What follows belongs to an exercise in optimizing a design on an open flow for small area and a short achievable clock period; a production flow would make more cautious choices.
Only simulation tests tie the RTL to the original design; equivalence was not proved.
Power figures rest on the tool's default switching activity, not on a simulated workload.

// alu16_reg
module alu16_reg (
    input             clk,
    input      [15:0] valA,
    input      [15:0] valB,
    input      [ 3:0] aluop,
    input             shift_Dir,
    input             rotator_Dir,
    input             sub,
    output reg [ 3:0] cc,
    output reg [15:0] result
);
clock: 8.5 ns
lec_check: 0
abc_area: 1
cap_margin: 20
core_margin: 2
core_utilization: 40
cts_buf_list: sky130_fd_sc_hd__clkbuf_4 sky130_fd_sc_hd__clkbuf_8
setup_slack_margin: 3
slew_margin: 20
standard.sh (not shown) runs the stock make flow with config.mk's settings and CLKGATE_MAP_FILE= SYNTH_SCRIPT=/design/flow/synth_recipe.tcl, a recipe that flattens the netlist after the stock synthesis.
==> flow/flow/run.sh <==
#!/bin/bash
set -euo pipefail
W=$PWD
rm -rf "$W/scripts_amap"
cp -r "$FLOW_HOME/scripts" "$W/scripts_amap"
cp "$W/flow/abc_area.script" "$W/scripts_amap/abc_area.script"
bash "$W/standard.sh" "SCRIPTS_DIR=$W/scripts_amap" synth > "$W/synth.log" 2>&1
bash "$W/standard.sh" "BUFFER_PORTS_ARGS=-buffer_cell sky130_fd_sc_hd__buf_1" finish > "$W/layout.log" 2>&1
==> flow/flow/abc_area.script <==
strash
dch
amap
topo
stime -c
buffer -c
upsize -c
dnsize -c
The first run passed the timing, DRC and antenna checks.
Next try:
==> flow/run.sh (new file) <==
#!/bin/bash
# synth_recipe.tcl (not shown) runs the flow's synth.tcl, then flattens the netlist and writes it again
# the make line also repeats each setting of config.mk as NAME=value (left out here)
make -C /OpenROAD-flow-scripts/flow DESIGN_CONFIG=/design/flow/config.mk WORK_HOME=/design/flow/orfs CLKGATE_MAP_FILE= SYNTH_SCRIPT=/design/flow/synth_recipe.tcl finish
Settings changed: CTS_BUF_LIST sky130_fd_sc_hd__clkbuf_4 sky130_fd_sc_hd__clkbuf_8 to unset, SETUP_SLACK_MARGIN 3 to 2.5.
removed: flow/flow/run.sh
removed: flow/flow/abc_area.script
removed: flow/standard.sh
After rerunning: Routed wire length came out higher by 1.5%. Power came out higher by 17%. Design area came out higher by 5.3%. Sequential power came out higher by about 1%. Register-to-register slack got worse by 70 ps. Via count came out higher by 1.6%. Worst setup slack got worse by 65 ps. Utilization came out lower by 2.9 points. Clock power came out higher by 34%.
Next try:
Settings changed: CTS_BUF_LIST set to sky130_fd_sc_hd__clkbuf_4 sky130_fd_sc_hd__clkbuf_8, SETUP_SLACK_MARGIN 2.5 to 4.
Worst hold slack is better by 15 ps.
Design area rose by 11%.
Core utilization rose by 5.1 points.
Routed wire length rose by 11%.
Power rose by 26%.
Via count rose by 7.9%.
Sequential cell count is unchanged.
Clock power fell by 25%.
Combinational power rose by 45%.
Next try:
==> flow/flow/run.sh (new file) <==
#!/bin/bash
set -euo pipefail
W=$PWD
rm -rf "$W/scripts_amap"
cp -r "$FLOW_HOME/scripts" "$W/scripts_amap"
cp "$W/flow/abc_area.script" "$W/scripts_amap/abc_area.script"
bash "$W/standard.sh" "SCRIPTS_DIR=$W/scripts_amap" synth > "$W/synth.log" 2>&1
bash "$W/standard.sh" "BUFFER_PORTS_ARGS=-buffer_cell sky130_fd_sc_hd__buf_1" finish > "$W/layout.log" 2>&1
==> flow/flow/abc_area.script (new file) <==
strash
dch
amap
topo
stime -c
buffer -c
upsize -c
dnsize -c
==> flow/standard.sh (new file) <==
#!/bin/bash
# synth_recipe.tcl (not shown) runs the flow's synth.tcl, then flattens the netlist and writes it again
# the make line also repeats each setting of config.mk as NAME=value (left out here)
make -C /OpenROAD-flow-scripts/flow DESIGN_CONFIG=/design/flow/config.mk WORK_HOME=/design/flow/orfs CLKGATE_MAP_FILE= SYNTH_SCRIPT=/design/flow/synth_recipe.tcl "${@:-finish}"
Settings changed: CORE_UTILIZATION 40 to 65, PLACE_DENSITY set to 0.75, SETUP_SLACK_MARGIN 4 to 3.
removed: flow/run.sh
Outcome:
- The new run completed without violations
- worst setup slack gets worse by 790 ps
- die area decreases by 43%
- synthesized cell count goes down by 15%
- power fell by 25%
- wire length is lower by 2.3%
- sequential power hardly moves
- final area is lower by 16%
- clock skew went down by 6.6 ps
- worst hold slack degrades by 190 ps
- core utilization increases by 26 points

## what the ideal ports hide
In the flow no input, the clock included, has a driving cell. The finished layouts below were timed again as built, in two steps.
Step 1 (the two cells are an assumption about what drives the block):
set clk [get_ports {clk}]
set_driving_cell -lib_cell sky130_fd_sc_hd__clkbuf_16 $clk
set_driving_cell -lib_cell sky130_fd_sc_hd__buf_2 [delete_from_list [all_inputs] $clk]
Step 2, shift: input delay + t, output delay - t, t = (earliest + latest rising clock arrival at the registers) / 2. This alone moves slack from input paths to output paths.
Slacks: no drivers / after step 1 / after step 2; pairs: no drivers / after step 1.
| run | t (ns) | setup WS [ns] | worst setup path at the end |
|---|---|---|---|
| the first run | 0.418 | 2.945 / 2.945 / 2.945 | register to register |
| the second run | 0.392 | 2.879 / 2.879 / 2.879 | register to register |
| the third run | 0.418 | 3.698 / 3.698 / 3.698 | register to register |
| the fourth run | 0.410 | 2.906 / 2.906 / 2.906 | register to register |
After both steps every run listed still meets setup and hold.
